Background: an optimization exercise with open tools, aiming at small area and a short achievable clock period. Do not read the settings as production practice. Only simulation tests tie the RTL to the original design; equivalence was not proved.

==> lagoon <==
## booth2multiplier
module booth2multiplier #(
    parameter bit_width = 32
    )(
    input wire [bit_width-1:0] A,    
    input wire [bit_width-1:0] B,    
    input wire clk, reset_n,
    output wire [2*bit_width-1:0] OUT
);
wire one0 = (B[0] ^ 1'b0) & 1'b1;
wire two0 = ((B[0] & 1'b0 & ~B[1]) | (~B[0] & ~1'b0 & B[1])) & 1'b1;
wire neg0 = B[1] & 1'b1;
wire [32:0] x0;
assign x0[0] = ((one0 & A[0]) | (two0 & 1'b0)) ^ neg0;
assign x0[1] = ((one0 & A[1]) | (two0 & A[0])) ^ neg0;
assign x0[2] = ((one0 & A[2]) | (two0 & A[1])) ^ neg0;
assign x0[3] = ((one0 & A[3]) | (two0 & A[2])) ^ neg0;
assign x0[4] = ((one0 & A[4]) | (two0 & A[3])) ^ neg0;
assign x0[5] = ((one0 & A[5]) | (two0 & A[4])) ^ neg0;
assign x0[6] = ((one0 & A[6]) | (two0 & A[5])) ^ neg0;
assign x0[7] = ((one0 & A[7]) | (two0 & A[6])) ^ neg0;
assign x0[8] = ((one0 & A[8]) | (two0 & A[7])) ^ neg0;
assign x0[9] = ((one0 & A[9]) | (two0 & A[8])) ^ neg0;
assign x0[10] = ((one0 & A[10]) | (two0 & A[9])) ^ neg0;
assign x0[11] = ((one0 & A[11]) | (two0 & A[10])) ^ neg0;
assign x0[12] = ((one0 & A[12]) | (two0 & A[11])) ^ neg0;
assign x0[13] = ((one0 & A[13]) | (two0 & A[12])) ^ neg0;
assign x0[14] = ((one0 & A[14]) | (two0 & A[13])) ^ neg0;
assign x0[15] = ((one0 & A[15]) | (two0 & A[14])) ^ neg0;
assign x0[16] = ((one0 & A[16]) | (two0 & A[15])) ^ neg0;
assign x0[17] = ((one0 & A[17]) | (two0 & A[16])) ^ neg0;
assign x0[18] = ((one0 & A[18]) | (two0 & A[17])) ^ neg0;
assign x0[19] = ((one0 & A[19]) | (two0 & A[18])) ^ neg0;
assign x0[20] = ((one0 & A[20]) | (two0 & A[19])) ^ neg0;
assign x0[21] = ((one0 & A[21]) | (two0 & A[20])) ^ neg0;
assign x0[22] = ((one0 & A[22]) | (two0 & A[21])) ^ neg0;
assign x0[23] = ((one0 & A[23]) | (two0 & A[22])) ^ neg0;
assign x0[24] = ((one0 & A[24]) | (two0 & A[23])) ^ neg0;
assign x0[25] = ((one0 & A[25]) | (two0 & A[24])) ^ neg0;
assign x0[26] = ((one0 & A[26]) | (two0 & A[25])) ^ neg0;
assign x0[27] = ((one0 & A[27]) | (two0 & A[26])) ^ neg0;
assign x0[28] = ((one0 & A[28]) | (two0 & A[27])) ^ neg0;
assign x0[29] = ((one0 & A[29]) | (two0 & A[28])) ^ neg0;
assign x0[30] = ((one0 & A[30]) | (two0 & A[29])) ^ neg0;
  ...
Settings: LEC_CHECK=0, CAP_MARGIN=20, CORE_MARGIN=2, CORE_UTILIZATION=45, SETUP_SLACK_MARGIN=4, SLEW_MARGIN=20, SYNTH_HIERARCHICAL=1; clock period 13.0 ns.
run.sh (not shown) runs the stock make flow with config.mk's settings and CLKGATE_MAP_FILE= SYNTH_SCRIPT=/design/flow/synth_recipe.tcl, a recipe that flattens the netlist after the stock synthesis.
==> inputs of raven, as changes to lagoon <==
--- a/flow/design.v
+++ b/flow/design.v
@@ -3,17 +3,17 @@
     parameter bit_width = 32
     )(
     input wire [bit_width-1:0] A,    
     input wire [bit_width-1:0] B,    
     input wire clk, reset_n,
     output wire [2*bit_width-1:0] OUT
 );
-wire one0 = (B[0] ^ 1'b0) & 1'b1;
-wire two0 = ((B[0] & 1'b0 & ~B[1]) | (~B[0] & ~1'b0 & B[1])) & 1'b1;
-wire neg0 = B[1] & 1'b1;
+wire one0 = (B[0] ^ 1'b0) & reset_n;
+wire two0 = ((B[0] & 1'b0 & ~B[1]) | (~B[0] & ~1'b0 & B[1])) & reset_n;
+wire neg0 = B[1] & reset_n;
 wire [32:0] x0;
 assign x0[0] = ((one0 & A[0]) | (two0 & 1'b0)) ^ neg0;
 assign x0[1] = ((one0 & A[1]) | (two0 & A[0])) ^ neg0;
 assign x0[2] = ((one0 & A[2]) | (two0 & A[1])) ^ neg0;
 assign x0[3] = ((one0 & A[3]) | (two0 & A[2])) ^ neg0;
 assign x0[4] = ((one0 & A[4]) | (two0 & A[3])) ^ neg0;
 assign x0[5] = ((one0 & A[5]) | (two0 & A[4])) ^ neg0;
@@ -40,17 +40,17 @@
 assign x0[26] = ((one0 & A[26]) | (two0 & A[25])) ^ neg0;
 assign x0[27] = ((one0 & A[27]) | (two0 & A[26])) ^ neg0;
 assign x0[28] = ((one0 & A[28]) | (two0 & A[27])) ^ neg0;
 assign x0[29] = ((one0 & A[29]) | (two0 & A[28])) ^ neg0;
 assign x0[30] = ((one0 & A[30]) | (two0 & A[29])) ^ neg0;
 assign x0[31] = ((one0 & A[31]) | (two0 & A[30])) ^ neg0;
 assign x0[32] = ((one0 & A[31]) | (two0 & A[31])) ^ neg0;
-wire one1 = (B[2] ^ B[1]) & 1'b1;
-wire two1 = ((B[2] & B[1] & ~B[3]) | (~B[2] & ~B[1] & B[3])) & 1'b1;
-wire neg1 = B[3] & 1'b1;
+wire one1 = (B[2] ^ B[1]) & reset_n;
+wire two1 = ((B[2] & B[1] & ~B[3]) | (~B[2] & ~B[1] & B[3])) & reset_n;
+wire neg1 = B[3] & reset_n;
 wire [32:0] x1;
 assign x1[0] = ((one1 & A[0]) | (two1 & 1'b0)) ^ neg1;
 assign x1[1] = ((one1 & A[1]) | (two1 & A[0])) ^ neg1;
 assign x1[2] = ((one1 & A[2]) | (two1 & A[1])) ^ neg1;
 assign x1[3] = ((one1 & A[3]) | (two1 & A[2])) ^ neg1;
 assign x1[4] = ((one1 & A[4]) | (two1 & A[3])) ^ neg1;
 assign x1[5] = ((one1 & A[5]) | (two1 & A[4])) ^ neg1;
@@ -77,17 +77,17 @@
 assign x1[26] = ((one1 & A[26]) | (two1 & A[25])) ^ neg1;
 assign x1[27] = ((one1 & A[27]) | (two1 & A[26])) ^ neg1;
 assign x1[28] = ((one1 & A[28]) | (two1 & A[27])) ^ neg1;
 assign x1[29] = ((one1 & A[29]) | (two1 & A[28])) ^ neg1;
 assign x1[30] = ((one1 & A[30]) | (two1 & A[29])) ^ neg1;
 assign x1[31] = ((one1 & A[31]) | (two1 & A[30])) ^ neg1;
 assign x1[32] = ((one1 & A[31]) | (two1 & A[31])) ^ neg1;
-wire one2 = (B[4] ^ B[3]) & 1'b1;
-wire two2 = ((B[4] & B[3] & ~B[5]) | (~B[4] & ~B[3] & B[5])) & 1'b1;
-wire neg2 = B[5] & 1'b1;
+wire one2 = (B[4] ^ B[3]) & reset_n;
+wire two2 = ((B[4] & B[3] & ~B[5]) | (~B[4] & ~B[3] & B[5])) & reset_n;
+wire neg2 = B[5] & reset_n;
 wire [32:0] x2;
 assign x2[0] = ((one2 & A[0]) | (two2 & 1'b0)) ^ neg2;
 assign x2[1] = ((one2 & A[1]) | (two2 & A[0])) ^ neg2;
 assign x2[2] = ((one2 & A[2]) | (two2 & A[1])) ^ neg2;
 assign x2[3] = ((one2 & A[3]) | (two2 & A[2])) ^ neg2;
 assign x2[4] = ((one2 & A[4]) | (two2 & A[3])) ^ neg2;
 assign x2[5] = ((one2 & A[5]) | (two2 & A[4])) ^ neg2;
@@ -114,17 +114,17 @@
 assign x2[26] = ((one2 & A[26]) | (two2 & A[25])) ^ neg2;
 assign x2[27] = ((one2 & A[27]) | (two2 & A[26])) ^ neg2;
 assign x2[28] = ((one2 & A[28]) | (two2 & A[27])) ^ neg2;
 assign x2[29] = ((one2 & A[29]) | (two2 & A[28])) ^ neg2;
 assign x2[30] = ((one2 & A[30]) | (two2 & A[29])) ^ neg2;
 assign x2[31] = ((one2 & A[31]) | (two2 & A[30])) ^ neg2;
 assign x2[32] = ((one2 & A[31]) | (two2 & A[31])) ^ neg2;
-wire one3 = (B[6] ^ B[5]) & 1'b1;
-wire two3 = ((B[6] & B[5] & ~B[7]) | (~B[6] & ~B[5] & B[7])) & 1'b1;
-wire neg3 = B[7] & 1'b1;
+wire one3 = (B[6] ^ B[5]) & reset_n;
+wire two3 = ((B[6] & B[5] & ~B[7]) | (~B[6] & ~B[5] & B[7])) & reset_n;
+wire neg3 = B[7] & reset_n;
 wire [32:0] x3;
 assign x3[0] = ((one3 & A[0]) | (two3 & 1'b0)) ^ neg3;
 assign x3[1] = ((one3 & A[1]) | (two3 & A[0])) ^ neg3;
 assign x3[2] = ((one3 & A[2]) | (two3 & A[1])) ^ neg3;
 assign x3[3] = ((one3 & A[3]) | (two3 & A[2])) ^ neg3;
 assign x3[4] = ((one3 & A[4]) | (two3 & A[3])) ^ neg3;
 assign x3[5] = ((one3 & A[5]) | (two3 & A[4])) ^ neg3;
@@ -151,17 +151,17 @@
 assign x3[26] = ((one3 & A[26]) | (two3 & A[25])) ^ neg3;
 assign x3[27] = ((one3 & A[27]) | (two3 & A[26])) ^ neg3;
 assign x3[28] = ((one3 & A[28]) | (two3 & A[27])) ^ neg3;
 assign x3[29] = ((one3 & A[29]) | (two3 & A[28])) ^ neg3;
 assign x3[30] = ((one3 & A[30]) | (two3 & A[29])) ^ neg3;
 assign x3[31] = ((one3 & A[31]) | (two3 & A[30])) ^ neg3;
 assign x3[32] = ((one3 & A[31]) | (two3 & A[31])) ^ neg3;
-wire one4 = (B[8] ^ B[7]) & 1'b1;
-wire two4 = ((B[8] & B[7] & ~B[9]) | (~B[8] & ~B[7] & B[9])) & 1'b1;
-wire neg4 = B[9] & 1'b1;
+wire one4 = (B[8] ^ B[7]) & reset_n;
+wire two4 = ((B[8] & B[7] & ~B[9]) | (~B[8] & ~B[7] & B[9])) & reset_n;
+wire neg4 = B[9] & reset_n;
 wire [32:0] x4;
 assign x4[0] = ((one4 & A[0]) | (two4 & 1'b0)) ^ neg4;
 assign x4[1] = ((one4 & A[1]) | (two4 & A[0])) ^ neg4;
 assign x4[2] = ((one4 & A[2]) | (two4 & A[1])) ^ neg4;
 assign x4[3] = ((one4 & A[3]) | (two4 & A[2])) ^ neg4;
 assign x4[4] = ((one4 & A[4]) | (two4 & A[3])) ^ neg4;
 assign x4[5] = ((one4 & A[5]) | (two4 & A[4])) ^ neg4;
@@ -188,17 +188,17 @@
 assign x4[26] = ((one4 & A[26]) | (two4 & A[25])) ^ neg4;
 assign x4[27] = ((one4 & A[27]) | (two4 & A[26])) ^ neg4;
 assign x4[28] = ((one4 & A[28]) | (two4 & A[27])) ^ neg4;
 assign x4[29] = ((one4 & A[29]) | (two4 & A[28])) ^ neg4;
 assign x4[30] = ((one4 & A[30]) | (two4 & A[29])) ^ neg4;
 assign x4[31] = ((one4 & A[31]) | (two4 & A[30])) ^ neg4;
 assign x4[32] = ((one4 & A[31]) | (two4 & A[31])) ^ neg4;
-wire one5 = (B[10] ^ B[9]) & 1'b1;
-wire two5 = ((B[10] & B[9] & ~B[11]) | (~B[10] & ~B[9] & B[11])) & 1'b1;
-wire neg5 = B[11] & 1'b1;
+wire one5 = (B[10] ^ B[9]) & reset_n;
+wire two5 = ((B[10] & B[9] & ~B[11]) | (~B[10] & ~B[9] & B[11])) & reset_n;
+wire neg5 = B[11] & reset_n;
 wire [32:0] x5;
 assign x5[0] = ((one5 & A[0]) | (two5 & 1'b0)) ^ neg5;
 assign x5[1] = ((one5 & A[1]) | (two5 & A[0])) ^ neg5;
 assign x5[2] = ((one5 & A[2]) | (two5 & A[1])) ^ neg5;
 assign x5[3] = ((one5 & A[3]) | (two5 & A[2])) ^ neg5;
 assign x5[4] = ((one5 & A[4]) | (two5 & A[3])) ^ neg5;
 assign x5[5] = ((one5 & A[5]) | (two5 & A[4])) ^ neg5;
@@ -225,17 +225,17 @@
 assign x5[26] = ((one5 & A[26]) | (two5 & A[25])) ^ neg5;
 assign x5[27] = ((one5 & A[27]) | (two5 & A[26])) ^ neg5;
 assign x5[28] = ((one5 & A[28]) | (two5 & A[27])) ^ neg5;
 assign x5[29] = ((one5 & A[29]) | (two5 & A[28])) ^ neg5;
 assign x5[30] = ((one5 & A[30]) | (two5 & A[29])) ^ neg5;
 assign x5[31] = ((one5 & A[31]) | (two5 & A[30])) ^ neg5;
 assign x5[32] = ((one5 & A[31]) | (two5 & A[31])) ^ neg5;
-wire one6 = (B[12] ^ B[11]) & 1'b1;
-wire two6 = ((B[12] & B[11] & ~B[13]) | (~B[12] & ~B[11] & B[13])) & 1'b1;
-wire neg6 = B[13] & 1'b1;
+wire one6 = (B[12] ^ B[11]) & reset_n;
+wire two6 = ((B[12] & B[11] & ~B[13]) | (~B[12] & ~B[11] & B[13])) & reset_n;
+wire neg6 = B[13] & reset_n;
 wire [32:0] x6;
 assign x6[0] = ((one6 & A[0]) | (two6 & 1'b0)) ^ neg6;
 assign x6[1] = ((one6 & A[1]) | (two6 & A[0])) ^ neg6;
 assign x6[2] = ((one6 & A[2]) | (two6 & A[1])) ^ neg6;
 assign x6[3] = ((one6 & A[3]) | (two6 & A[2])) ^ neg6;
 assign x6[4] = ((one6 & A[4]) | (two6 & A[3])) ^ neg6;
 assign x6[5] = ((one6 & A[5]) | (two6 & A[4])) ^ neg6;
@@ -262,17 +262,17 @@
 assign x6[26] = ((one6 & A[26]) | (two6 & A[25])) ^ neg6;
 assign x6[27] = ((one6 & A[27]) | (two6 & A[26])) ^ neg6;
 assign x6[28] = ((one6 & A[28]) | (two6 & A[27])) ^ neg6;
 assign x6[29] = ((one6 & A[29]) | (two6 & A[28])) ^ neg6;
 assign x6[30] = ((one6 & A[30]) | (two6 & A[29])) ^ neg6;
 assign x6[31] = ((one6 & A[31]) | (two6 & A[30])) ^ neg6;
 assign x6[32] = ((one6 & A[31]) | (two6 & A[31])) ^ neg6;
-wire one7 = (B[14] ^ B[13]) & 1'b1;
-wire two7 = ((B[14] & B[13] & ~B[15]) | (~B[14] & ~B[13] & B[15])) & 1'b1;
-wire neg7 = B[15] & 1'b1;
+wire one7 = (B[14] ^ B[13]) & reset_n;
+wire two7 = ((B[14] & B[13] & ~B[15]) | (~B[14] & ~B[13] & B[15])) & reset_n;
+wire neg7 = B[15] & reset_n;
 wire [32:0] x7;
 assign x7[0] = ((one7 & A[0]) | (two7 & 1'b0)) ^ neg7;
 assign x7[1] = ((one7 & A[1]) | (two7 & A[0])) ^ neg7;
 assign x7[2] = ((one7 & A[2]) | (two7 & A[1])) ^ neg7;
 assign x7[3] = ((one7 & A[3]) | (two7 & A[2])) ^ neg7;
 assign x7[4] = ((one7 & A[4]) | (two7 & A[3])) ^ neg7;
 assign x7[5] = ((one7 & A[5]) | (two7 & A[4])) ^ neg7;
@@ -299,17 +299,17 @@
 assign x7[26] = ((one7 & A[26]) | (two7 & A[25])) ^ neg7;
 assign x7[27] = ((one7 & A[27]) | (two7 & A[26])) ^ neg7;
 assign x7[28] = ((one7 & A[28]) | (two7 & A[27])) ^ neg7;
 assign x7[29] = ((one7 & A[29]) | (two7 & A[28])) ^ neg7;
 assign x7[30] = ((one7 & A[30]) | (two7 & A[29])) ^ neg7;
 assign x7[31] = ((one7 & A[31]) | (two7 & A[30])) ^ neg7;
 assign x7[32] = ((one7 & A[31]) | (two7 & A[31])) ^ neg7;
-wire one8 = (B[16] ^ B[15]) & 1'b1;
-wire two8 = ((B[16] & B[15] & ~B[17]) | (~B[16] & ~B[15] & B[17])) & 1'b1;
-wire neg8 = B[17] & 1'b1;
+wire one8 = (B[16] ^ B[15]) & reset_n;
+wire two8 = ((B[16] & B[15] & ~B[17]) | (~B[16] & ~B[15] & B[17])) & reset_n;
+wire neg8 = B[17] & reset_n;
 wire [32:0] x8;
 assign x8[0] = ((one8 & A[0]) | (two8 & 1'b0)) ^ neg8;
 assign x8[1] = ((one8 & A[1]) | (two8 & A[0])) ^ neg8;
 assign x8[2] = ((one8 & A[2]) | (two8 & A[1])) ^ neg8;
 assign x8[3] = ((one8 & A[3]) | (two8 & A[2])) ^ neg8;
 assign x8[4] = ((one8 & A[4]) | (two8 & A[3])) ^ neg8;
 assign x8[5] = ((one8 & A[5]) | (two8 & A[4])) ^ neg8;
@@ -336,17 +336,17 @@
 assign x8[26] = ((one8 & A[26]) | (two8 & A[25])) ^ neg8;
 assign x8[27] = ((one8 & A[27]) | (two8 & A[26])) ^ neg8;
 assign x8[28] = ((one8 & A[28]) | (two8 & A[27])) ^ neg8;
 assign x8[29] = ((one8 & A[29]) | (two8 & A[28])) ^ neg8;
 assign x8[30] = ((one8 & A[30]) | (two8 & A[29])) ^ neg8;
 assign x8[31] = ((one8 & A[31]) | (two8 & A[30])) ^ neg8;
 assign x8[32] = ((one8 & A[31]) | (two8 & A[31])) ^ neg8;
-wire one9 = (B[18] ^ B[17]) & 1'b1;
-wire two9 = ((B[18] & B[17] & ~B[19]) | (~B[18] & ~B[17] & B[19])) & 1'b1;
-wire neg9 = B[19] & 1'b1;
+wire one9 = (B[18] ^ B[17]) & reset_n;
+wire two9 = ((B[18] & B[17] & ~B[19]) | (~B[18] & ~B[17] & B[19])) & reset_n;
+wire neg9 = B[19] & reset_n;
 wire [32:0] x9;
 assign x9[0] = ((one9 & A[0]) | (two9 & 1'b0)) ^ neg9;
 assign x9[1] = ((one9 & A[1]) | (two9 & A[0])) ^ neg9;
 assign x9[2] = ((one9 & A[2]) | (two9 & A[1])) ^ neg9;
 assign x9[3] = ((one9 & A[3]) | (two9 & A[2])) ^ neg9;
 assign x9[4] = ((one9 & A[4]) | (two9 & A[3])) ^ neg9;
 assign x9[5] = ((one9 & A[5]) | (two9 & A[4])) ^ neg9;
@@ -373,17 +373,17 @@
 assign x9[26] = ((one9 & A[26]) | (two9 & A[25])) ^ neg9;
 assign x9[27] = ((one9 & A[27]) | (two9 & A[26])) ^ neg9;
 assign x9[28] = ((one9 & A[28]) | (two9 & A[27])) ^ neg9;
 assign x9[29] = ((one9 & A[29]) | (two9 & A[28])) ^ neg9;
 assign x9[30] = ((one9 & A[30]) | (two9 & A[29])) ^ neg9;
 assign x9[31] = ((one9 & A[31]) | (two9 & A[30])) ^ neg9;
 assign x9[32] = ((one9 & A[31]) | (two9 & A[31])) ^ neg9;
-wire one10 = (B[20] ^ B[19]) & 1'b1;
-wire two10 = ((B[20] & B[19] & ~B[21]) | (~B[20] & ~B[19] & B[21])) & 1'b1;
-wire neg10 = B[21] & 1'b1;
+wire one10 = (B[20] ^ B[19]) & reset_n;
+wire two10 = ((B[20] & B[19] & ~B[21]) | (~B[20] & ~B[19] & B[21])) & reset_n;
+wire neg10 = B[21] & reset_n;
 wire [32:0] x10;
 assign x10[0] = ((one10 & A[0]) | (two10 & 1'b0)) ^ neg10;
 assign x10[1] = ((one10 & A[1]) | (two10 & A[0])) ^ neg10;
 assign x10[2] = ((one10 & A[2]) | (two10 & A[1])) ^ neg10;
 assign x10[3] = ((one10 & A[3]) | (two10 & A[2])) ^ neg10;
 assign x10[4] = ((one10 & A[4]) | (two10 & A[3])) ^ neg10;
 assign x10[5] = ((one10 & A[5]) | (two10 & A[4])) ^ neg10;
@@ -410,17 +410,17 @@
 assign x10[26] = ((one10 & A[26]) | (two10 & A[25])) ^ neg10;
 assign x10[27] = ((one10 & A[27]) | (two10 & A[26])) ^ neg10;
 assign x10[28] = ((one10 & A[28]) | (two10 & A[27])) ^ neg10;
 assign x10[29] = ((one10 & A[29]) | (two10 & A[28])) ^ neg10;
 assign x10[30] = ((one10 & A[30]) | (two10 & A[29])) ^ neg10;
 assign x10[31] = ((one10 & A[31]) | (two10 & A[30])) ^ neg10;
 assign x10[32] = ((one10 & A[31]) | (two10 & A[31])) ^ neg10;
-wire one11 = (B[22] ^ B[21]) & 1'b1;
-wire two11 = ((B[22] & B[21] & ~B[23]) | (~B[22] & ~B[21] & B[23])) & 1'b1;
-wire neg11 = B[23] & 1'b1;
+wire one11 = (B[22] ^ B[21]) & reset_n;
+wire two11 = ((B[22] & B[21] & ~B[23]) | (~B[22] & ~B[21] & B[23])) & reset_n;
+wire neg11 = B[23] & reset_n;
 wire [32:0] x11;
 assign x11[0] = ((one11 & A[0]) | (two11 & 1'b0)) ^ neg11;
 assign x11[1] = ((one11 & A[1]) | (two11 & A[0])) ^ neg11;
 assign x11[2] = ((one11 & A[2]) | (two11 & A[1])) ^ neg11;
 assign x11[3] = ((one11 & A[3]) | (two11 & A[2])) ^ neg11;
 assign x11[4] = ((one11 & A[4]) | (two11 & A[3])) ^ neg11;
 assign x11[5] = ((one11 & A[5]) | (two11 & A[4])) ^ neg11;
@@ -447,17 +447,17 @@
 assign x11[26] = ((one11 & A[26]) | (two11 & A[25])) ^ neg11;
 assign x11[27] = ((one11 & A[27]) | (two11 & A[26])) ^ neg11;
 assign x11[28] = ((one11 & A[28]) | (two11 & A[27])) ^ neg11;
 assign x11[29] = ((one11 & A[29]) | (two11 & A[28])) ^ neg11;
 assign x11[30] = ((one11 & A[30]) | (two11 & A[29])) ^ neg11;
 assign x11[31] = ((one11 & A[31]) | (two11 & A[30])) ^ neg11;
 assign x11[32] = ((one11 & A[31]) | (two11 & A[31])) ^ neg11;
-wire one12 = (B[24] ^ B[23]) & 1'b1;
-wire two12 = ((B[24] & B[23] & ~B[25]) | (~B[24] & ~B[23] & B[25])) & 1'b1;
-wire neg12 = B[25] & 1'b1;
+wire one12 = (B[24] ^ B[23]) & reset_n;
+wire two12 = ((B[24] & B[23] & ~B[25]) | (~B[24] & ~B[23] & B[25])) & reset_n;
+wire neg12 = B[25] & reset_n;
 wire [32:0] x12;
 assign x12[0] = ((one12 & A[0]) | (two12 & 1'b0)) ^ neg12;
 assign x12[1] = ((one12 & A[1]) | (two12 & A[0])) ^ neg12;
 assign x12[2] = ((one12 & A[2]) | (two12 & A[1])) ^ neg12;
 assign x12[3] = ((one12 & A[3]) | (two12 & A[2])) ^ neg12;
 assign x12[4] = ((one12 & A[4]) | (two12 & A[3])) ^ neg12;
 assign x12[5] = ((one12 & A[5]) | (two12 & A[4])) ^ neg12;
@@ -484,17 +484,17 @@
 assign x12[26] = ((one12 & A[26]) | (two12 & A[25])) ^ neg12;
 assign x12[27] = ((one12 & A[27]) | (two12 & A[26])) ^ neg12;
 assign x12[28] = ((one12 & A[28]) | (two12 & A[27])) ^ neg12;
 assign x12[29] = ((one12 & A[29]) | (two12 & A[28])) ^ neg12;
 assign x12[30] = ((one12 & A[30]) | (two12 & A[29])) ^ neg12;
 assign x12[31] = ((one12 & A[31]) | (two12 & A[30])) ^ neg12;
 assign x12[32] = ((one12 & A[31]) | (two12 & A[31])) ^ neg12;
-wire one13 = (B[26] ^ B[25]) & 1'b1;
-wire two13 = ((B[26] & B[25] & ~B[27]) | (~B[26] & ~B[25] & B[27])) & 1'b1;
-wire neg13 = B[27] & 1'b1;
+wire one13 = (B[26] ^ B[25]) & reset_n;
+wire two13 = ((B[26] & B[25] & ~B[27]) | (~B[26] & ~B[25] & B[27])) & reset_n;
+wire neg13 = B[27] & reset_n;
 wire [32:0] x13;
 assign x13[0] = ((one13 & A[0]) | (two13 & 1'b0)) ^ neg13;
 assign x13[1] = ((one13 & A[1]) | (two13 & A[0])) ^ neg13;
 assign x13[2] = ((one13 & A[2]) | (two13 & A[1])) ^ neg13;
 assign x13[3] = ((one13 & A[3]) | (two13 & A[2])) ^ neg13;
 assign x13[4] = ((one13 & A[4]) | (two13 & A[3])) ^ neg13;
 assign x13[5] = ((one13 & A[5]) | (two13 & A[4])) ^ neg13;
@@ -521,17 +521,17 @@
 assign x13[26] = ((one13 & A[26]) | (two13 & A[25])) ^ neg13;
 assign x13[27] = ((one13 & A[27]) | (two13 & A[26])) ^ neg13;
 assign x13[28] = ((one13 & A[28]) | (two13 & A[27])) ^ neg13;
 assign x13[29] = ((one13 & A[29]) | (two13 & A[28])) ^ neg13;
 assign x13[30] = ((one13 & A[30]) | (two13 & A[29])) ^ neg13;
 assign x13[31] = ((one13 & A[31]) | (two13 & A[30])) ^ neg13;
 assign x13[32] = ((one13 & A[31]) | (two13 & A[31])) ^ neg13;
-wire one14 = (B[28] ^ B[27]) & 1'b1;
-wire two14 = ((B[28] & B[27] & ~B[29]) | (~B[28] & ~B[27] & B[29])) & 1'b1;
-wire neg14 = B[29] & 1'b1;
+wire one14 = (B[28] ^ B[27]) & reset_n;
+wire two14 = ((B[28] & B[27] & ~B[29]) | (~B[28] & ~B[27] & B[29])) & reset_n;
+wire neg14 = B[29] & reset_n;
 wire [32:0] x14;
 assign x14[0] = ((one14 & A[0]) | (two14 & 1'b0)) ^ neg14;
 assign x14[1] = ((one14 & A[1]) | (two14 & A[0])) ^ neg14;
 assign x14[2] = ((one14 & A[2]) | (two14 & A[1])) ^ neg14;
 assign x14[3] = ((one14 & A[3]) | (two14 & A[2])) ^ neg14;
 assign x14[4] = ((one14 & A[4]) | (two14 & A[3])) ^ neg14;
 assign x14[5] = ((one14 & A[5]) | (two14 & A[4])) ^ neg14;
@@ -558,17 +558,17 @@
 assign x14[26] = ((one14 & A[26]) | (two14 & A[25])) ^ neg14;
 assign x14[27] = ((one14 & A[27]) | (two14 & A[26])) ^ neg14;
 assign x14[28] = ((one14 & A[28]) | (two14 & A[27])) ^ neg14;
 assign x14[29] = ((one14 & A[29]) | (two14 & A[28])) ^ neg14;
 assign x14[30] = ((one14 & A[30]) | (two14 & A[29])) ^ neg14;
 assign x14[31] = ((one14 & A[31]) | (two14 & A[30])) ^ neg14;
 assign x14[32] = ((one14 & A[31]) | (two14 & A[31])) ^ neg14;
-wire one15 = (B[30] ^ B[29]) & 1'b1;
-wire two15 = ((B[30] & B[29] & ~B[31]) | (~B[30] & ~B[29] & B[31])) & 1'b1;
-wire neg15 = B[31] & 1'b1;
+wire one15 = (B[30] ^ B[29]) & reset_n;
+wire two15 = ((B[30] & B[29] & ~B[31]) | (~B[30] & ~B[29] & B[31])) & reset_n;
+wire neg15 = B[31] & reset_n;
 wire [32:0] x15;
 assign x15[0] = ((one15 & A[0]) | (two15 & 1'b0)) ^ neg15;
 assign x15[1] = ((one15 & A[1]) | (two15 & A[0])) ^ neg15;
 assign x15[2] = ((one15 & A[2]) | (two15 & A[1])) ^ neg15;
 assign x15[3] = ((one15 & A[3]) | (two15 & A[2])) ^ neg15;
 assign x15[4] = ((one15 & A[4]) | (two15 & A[3])) ^ neg15;
 assign x15[5] = ((one15 & A[5]) | (two15 & A[4])) ^ neg15;
@@ -1977,16 +1977,15 @@
 wire P1372 = P1308 & P1278;
 wire G1373 = G1309 | (P1310 & G1277);
 wire P1374 = P1310 & P1278;
 wire [63:0] carry = {G1371, G1369, G1367, G1365, G1363, G1361, G1359, G1357, G1355, G1353, G1351, G1349, G1347, G1345, G1343, G1341, G1339, G1337, G1335, G1333, G1331, G1329, G1327, G1325, G1323, G1321, G1319, G1317, G1315, G1313, G1311, G1277, G1275, G1273, G1271, G1269, G1267, G1265, G1263, G1261, G1259, G1257, G1255, G1253, G1251, G1249, G1247, G1197, G1195, G1193, G1191, G1189, G1187, G1185, G1183, G1125, G1123, G1121, G1119, G1057, G1055, G991, g[0], 1'b0};
 wire [63:0] product = p ^ carry ^ {1'b1, 63'd0};
 reg [63:0] ff_out;
 always @(posedge clk) begin
-    if (~reset_n) ff_out <= 64'd0;
-    else ff_out <= product;
+    ff_out <= product;   
 end
 assign OUT = ff_out;
 endmodule
 module fa (input wire a, b, ci, output wire s, co);
 assign s = a ^ b ^ ci;
 assign co = (a & b) | (a & ci) | (b & ci);
 endmodule
CORE_UTILIZATION = 30   (was 45)
SETUP_SLACK_MARGIN = not set   (was 4)
==> flow_summary_export.csv <==
group,metric,value,unit
placement,dpl.hpwl,61.1,mm
timing,setup_slack,3.81,ns
setup_path,cp_max_fo,17,
setup_path,endpoint,"ff_out[60]",
synthesis,synthXorXnorAreaFrac,19.3,%
detailed_routing,dr_total_vias,22343,
status,status,"finished clean",
detailed_routing,wl_met2,43.7,mm
global_route,antenna_found_initial,4,
timing,finalCriticalPeriod,9.19,ns
setup_path,worst_path_max_delay_cell,"fa_1",
setup_path,crit_path_cell_trace,"clkdlybuf4s15_2 -> buf_6 -> a22oi_1 -> xnor2_1 -> fa_1 -> fa_1 -> fa_1 -> fa_2 -> fa_2 -> fa_2 -> ha_4 -> ha_4 -> and3_4 -> o211ai_1 -> nand3_2 -> a221o_2 -> a32oi_4 -> a21oi_4 -> or2_4 -> a211o_1 -> and4_1",
The numbers above come from lagoon.

==> flow_summary_export.csv <==
group,metric,value,unit
placement,dpl.hpwl,63.5,mm
detailed_routing,wl_met2,39.7,mm
timing,setup_slack,2.84,ns
setup_path,worst_path_max_delay_cell,"nor2b_2",
setup_path,cp_max_fo,78,
setup_path,endpoint,"ff_out[52]",
layout,largestRegisters,"ff_out x64",
detailed_routing,dr_total_vias,20460,
status,status,"finished clean",
setup_path,crit_path_cell_trace,"buf_2 -> buf_4 -> nor2b_2 -> a22oi_1 -> xnor2_1 -> fa_1 -> fa_1 -> fa_1 -> fa_1 -> fa_1 -> fa_1 -> ha_1 -> ha_1 -> nand2_1 -> nor2_1 -> nand2_1 -> a211oi_4 -> o211ai_1 -> a21oi_2 -> nor4b_1 -> a211o_1",
global_route,antenna_found_initial,5,
synthesis,synthXorXnorAreaFrac,19.2,%
placement,place_inst,3468,
The numbers above come from raven.

separate check: timing with driven ports:
Ports are ideal in the flow. The routed layouts listed here were re-timed in OpenROAD. Step 1 (the two cells are an assumption about what drives the block):
set clk [get_ports {clk}]
set_driving_cell -lib_cell sky130_fd_sc_hd__clkbuf_16 $clk
set_driving_cell -lib_cell sky130_fd_sc_hd__buf_2 [delete_from_list [all_inputs] $clk]
Step 2 times the ports against the registers' clock, not the clock port: input delays grow and output delays shrink by t, the midpoint of the rising clock arrivals with the driver on. a / b / c = no drivers / after step 1 / after step 2; a / b = the first two.
| run | t, ns | setup slack, ns | worst setup path at the end | latest minus earliest clock arrival (ns) |
|---|---|---|---|---|
| lagoon | 0.449 | 3.813 / 3.796 / 3.347 | input to register | 0.008 / 0.007 |
| raven | 0.455 | 2.839 / 2.872 / 2.417 | input to register | 0.038 / 0.039 |
After both steps every run listed still meets setup and hold. For lagoon, which loses most, drivers alone change the setup slack by -0.017 ns; drivers and shift together by -0.466 ns.
